From an optimization exercise on the open Yosys and OpenROAD flow, aimed at a short achievable clock period and few clock cycles; shortcuts taken in it are not production practice. Function was checked by simulation only, so behaviour that the tests miss may differ from the original. Power and IR drop assume default switching activity.

==> inputs of 06-11 <==
==> flow/design.v (excerpt) <==
module mips32 #(parameter WIDTH = 32, REGBITS = 3) (
	input			clk, reset,
	input [WIDTH-1:0] 	memdata,
	output			memread, memwrite,
	output [WIDTH-1:0] 	adr, writedata
);
clock: 7.0 ns
lec_check: 0
cap_margin: 20
cell_pad_in_sites_detail_placement: 1
cell_pad_in_sites_global_placement: 2
core_margin: 2
core_utilization: 40
setup_slack_margin: 2.5
slew_margin: 20
run.sh (not shown) runs the stock make flow with config.mk's settings and CLKGATE_MAP_FILE= SYNTH_SCRIPT=/design/flow/synth_recipe.tcl, a recipe that flattens the netlist after the stock synthesis.
==> 02-08 (differences from 06-11) <==
--- a/flow/design.v
+++ b/flow/design.v
@@ -79,16 +79,10 @@
 reg [31:0]	d1a, d1b, d1be;
 reg		mpend, mld, mlw;	 
 reg [2:0]	mrt;
 reg [31:0]	ma, msd;
 reg [31:0]	rf [1:7];
-reg		jb_v;
-reg [9:0]	jb_j;			 
-reg [NI-1:0]	jb_ins;			 
-reg [9:0]	jb_t, jb_t1, jb_t2, jb_t3;	 
-reg		jf_p;			 
-reg [9:0]	jf_j, jf_t;
 wire [2:0] d_rs = i_rs(dins), d_rt = i_rt(dins), d_wa = i_wa(dins);
 wire [2:0] d1_rs = i_rs(d1ins), d1_rt = i_rt(d1ins), d1_wa = i_wa(d1ins);
 wire d_ld = dins[F_LD], d_st = dins[F_ST], d_beq = dins[F_BEQ], d_j = dins[F_J];
 wire d1_ld = d1ins[F_LD], d1_st = d1ins[F_ST];
 wire use0 = (d_rs == mrt & ~d_j) | (d_rt == mrt & dins[F_URT]);
@@ -168,14 +162,11 @@
 wire fgot = fhit | fmem;
 wire [NI-1:0] m_ins = predecode(memdata);
 wire [NI-1:0] f_ins = fhit ? c_ins : m_ins;
 wire [9:0] m_tgt = m_ins[F_J] ? memdata[9:0] : pc1 + memdata[9:0];
 wire c_pt = c_ins[F_J] | (c_ins[F_BEQ] & c_bp);
-wire m_pt = m_ins[F_J] | (m_ins[F_BEQ] & memdata[23:21] == memdata[18:16]);
-wire f_pt = fhit ? c_pt : m_pt;
-wire [9:0] m_tgt1 = m_ins[F_J] ? memdata[9:0] + 10'd1 : pc2 + memdata[9:0];
-wire [9:0] m_tgt2 = m_ins[F_J] ? memdata[9:0] + 10'd2 : pc2 + memdata[9:0] + 10'd1;
+wire f_pt = fhit & c_pt;
 wire lhit = l_v & (l_tag == pc1[9:CI]);
 wire lfold = lhit & l_ins[F_J];
 wire [9:0] f_fall = lfold ? ltgt : pc1;
 wire l2hit = l2_v & (l2_tag == pc2[9:CI]);
 wire l2fold = l2hit & l2_j;
@@ -190,18 +181,10 @@
 wire l_pt = l_ins[F_BEQ] & l_bp;
 wire pair = fhit & lhit & (c_ins[F_ALU] | c_mem | c_bnt) &
 	    (l_ins[F_ALU] | l_mem | l_ins[F_BEQ]) &
 	    ~(c_mem & l_mem) & ~(c_ins[F_BEQ] & l_ins[F_BEQ]) & ~dep;
 wire [9:0] l_fall = l2fold ? l2tgt : pc2;
-wire t_mem = jb_ins[F_LD] | jb_ins[F_ST];
-wire [2:0] t_rs = i_rs(jb_ins), t_rt = i_rt(jb_ins), t_wa = i_wa(jb_ins);
-wire tdep = (c_wa != 3'd0 & (c_wa == t_rs | (jb_ins[F_URT] & c_wa == t_rt))) |
-	    (c_ins[F_LD] & c_rt != 3'd0 &
-	     (c_rt == t_rs | (jb_ins[F_URT] & c_rt == t_rt) | c_rt == t_wa));
-wire jb_ok = jb_v & (jb_j == pc1) & (jb_ins[F_ALU] | t_mem);
-wire tpair = fhit & lfold & jb_ok & (c_ins[F_ALU] | c_mem | c_bnt) &
-	     ~(c_mem & t_mem) & ~tdep;
 wire [9:0] ltgt1 = ltgt + 10'd1, ltgt2 = ltgt + 10'd2;
 wire [9:0] l2tgt1 = l2tgt + 10'd1, l2tgt2 = l2tgt + 10'd2;
 wire [9:0] c_tgt1 = c_tgt + 10'd1, c_tgt2 = c_tgt + 10'd2;
 wire [9:0] pc3 = pc2 + 10'd1, pc4 = pc2 + 10'd2;
 reg [9:0] pc_n, pc1_n, pc2_n;
@@ -221,18 +204,13 @@
 			pc_n = l2tgt; pc1_n = l2tgt1; pc2_n = l2tgt2; oh_n = dec(l2tgt[CI-1:0]);
 		end else begin
 			pc_n = pc2; pc1_n = pc3; pc2_n = pc4; oh_n = oh2;
 		end
 		nhit = ~l_pt & ~l2fold & l2hit;
-	end else if (advance & tpair) begin
-		pc_n = jb_t1; pc1_n = jb_t2; pc2_n = jb_t3; nhit = 1'b0;
-		oh_n = dec(jb_t1[CI-1:0]);
 	end else if (advance & fgot) begin
-		if (f_pt & fhit) begin
+		if (f_pt) begin
 			pc_n = c_tgt; pc1_n = c_tgt1; pc2_n = c_tgt2; oh_n = dec(c_tgt[CI-1:0]);
-		end else if (f_pt) begin
-			pc_n = m_tgt; pc1_n = m_tgt1; pc2_n = m_tgt2; oh_n = dec(m_tgt[CI-1:0]);
 		end else if (lfold) begin
 			pc_n = ltgt; pc1_n = ltgt1; pc2_n = ltgt2; oh_n = dec(ltgt[CI-1:0]);
 		end else begin
 			pc_n = pc1; pc1_n = pc2; pc2_n = pc3; oh_n = oh1;
 		end
@@ -278,45 +256,32 @@
 		else if (ex & d_beq & boh0[i]) cbp[i] <= eq;
 		else if (ex1 & d1ins[F_BEQ] & boh1[i]) cbp[i] <= eq1;
 	end
 	pc <= pc_n;
 	oh <= oh_n;
-	jf_p <= ~reset & advance & ~redir & fgot & ~f_pt & lfold & ~pair & ~tpair;
-	jf_j <= pc1;
-	jf_t <= ltgt;
-	if (reset) jb_v <= 1'b0;
-	else if (jf_p & fhit & (pc == jf_t)) begin
-		jb_v  <= 1'b1;
-		jb_j  <= jf_j;
-		jb_ins <= c_ins;
-		jb_t  <= pc;
-		jb_t1 <= pc1;
-		jb_t2 <= pc2;
-		jb_t3 <= pc2 + 10'd1;
-	end
 	pc1 <= pc1_n;
 	pc2 <= pc2_n;
 	pfsel <= mpend_n ? 1'b0 : nhit & pf_ok;
 	pf <= reset ? 10'd0 : pf_ok ? pf_a : pc1;
 	if (reset) begin
 		iv <= 1'b0;
 		i1v <= 1'b0;
 	end else if (advance) begin
 		iv <= fgot & ~redir;
-		i1v <= (pair | tpair) & ~redir;
+		i1v <= pair & ~redir;
 	end
 	if (advance) begin
 		iins  <= f_ins;
 		itgt  <= fhit ? c_tgt : m_tgt;
 		ifall <= f_fall;
 		ipc   <= pc;
 		ipt   <= f_pt;
-		i1ins <= tpair ? jb_ins : l_ins;
+		i1ins <= l_ins;
 		i1tgt <= ltgt;
 		i1fall <= l_fall;
-		i1pc  <= tpair ? jb_t : pc1;
-		i1pt  <= l_pt & ~tpair;
+		i1pc  <= pc1;
+		i1pt  <= l_pt;
 	end
 	if (reset) begin
 		dv <= 1'b0;
 		d1v <= 1'b0;
 	end else if (advance) begin
==> flow_summary.yaml <==
cells_and_area:
  layout_common_cells: "edfxtp_1, a22oi_1, nand2_1, o21ai_0, a21oi_1"
  nonClkBufAreaFrac: 0.05419
timing:
  fin_hold_ws_ns: 0.4221
power:
  sequentialPower_uw: 19000
status:
  status: "complete, no violations"
global_route:
  grt_usage: 0.4445
  grt_start_max_net_pins: 87
place:
  hpwl_mm: 498.5
worst_setup_path:
  cp-endpoint: "d1a[10]"
  crit_type: "reg -> reg"
detailed_routing:
  routed_via_density: 7.371
[end of results for 02-08]
==> flow_summary.yaml <==
place:
  hpwl_mm: 538.2
global_route:
  grt_usage: 0.4501
  grt_start_max_net_pins: 163
  antenna_found_initial: 62
cells_and_area:
  layout_common_cells: "edfxtp_1, a22oi_1, nand2_1, buf_4, o21ai_0"
  nonClkBufAreaFrac: 0.06788
  largestClassByArea: "flip-flops and latches"
die:
  start_util: 0.4018
detailed_routing:
  routed_wl_mm: 848.9
  routed_via_density: 7.348
power:
  sequentialPower_uw: 19900
status:
  status: "complete, no violations"
worst_setup_path:
  cp-endpoint: "adr[7]"
[end of results for 06-11]
Testbench counts of 06-11, summed over its fixed seeds: cycles 22,994.
Testbench counts of 02-08, summed over its fixed seeds: cycles 24,695.

-- static timing again, ports no longer ideal --
The results above use ideal ports. As a check the final layouts listed here were re-extracted and re-timed, cells and wires unchanged. Step 1 (the two cells are an assumption about what drives the block):
set clk [get_ports {clk}]
set_driving_cell -lib_cell sky130_fd_sc_hd__clkbuf_16 $clk
set_driving_cell -lib_cell sky130_fd_sc_hd__buf_2 [delete_from_list [all_inputs] $clk]
Step 2, shift: input delay + t, output delay - t, t = (earliest + latest rising clock arrival at the registers) / 2. This alone moves slack from input paths to output paths. a / b / c = ideal ports / drivers / drivers and shift; a / b = the first two.
run	t, ns	slack for setup (ns)	worst setup path after step 2	latest minus earliest clock arrival (ns)	worst register clock-pin slew, ns
06-11	1.087	2.326 / 2.201 / 1.518	input to register	0.099 / 0.099	0.07 / 0.07
02-08	1.088	2.250 / 2.250 / 1.428	input to register	0.100 / 0.099	0.07 / 0.07
After both steps every run listed still meets setup and hold. For 02-08, which loses most, drivers alone change the setup slack by 0.000 ns; drivers and shift together by -0.822 ns.
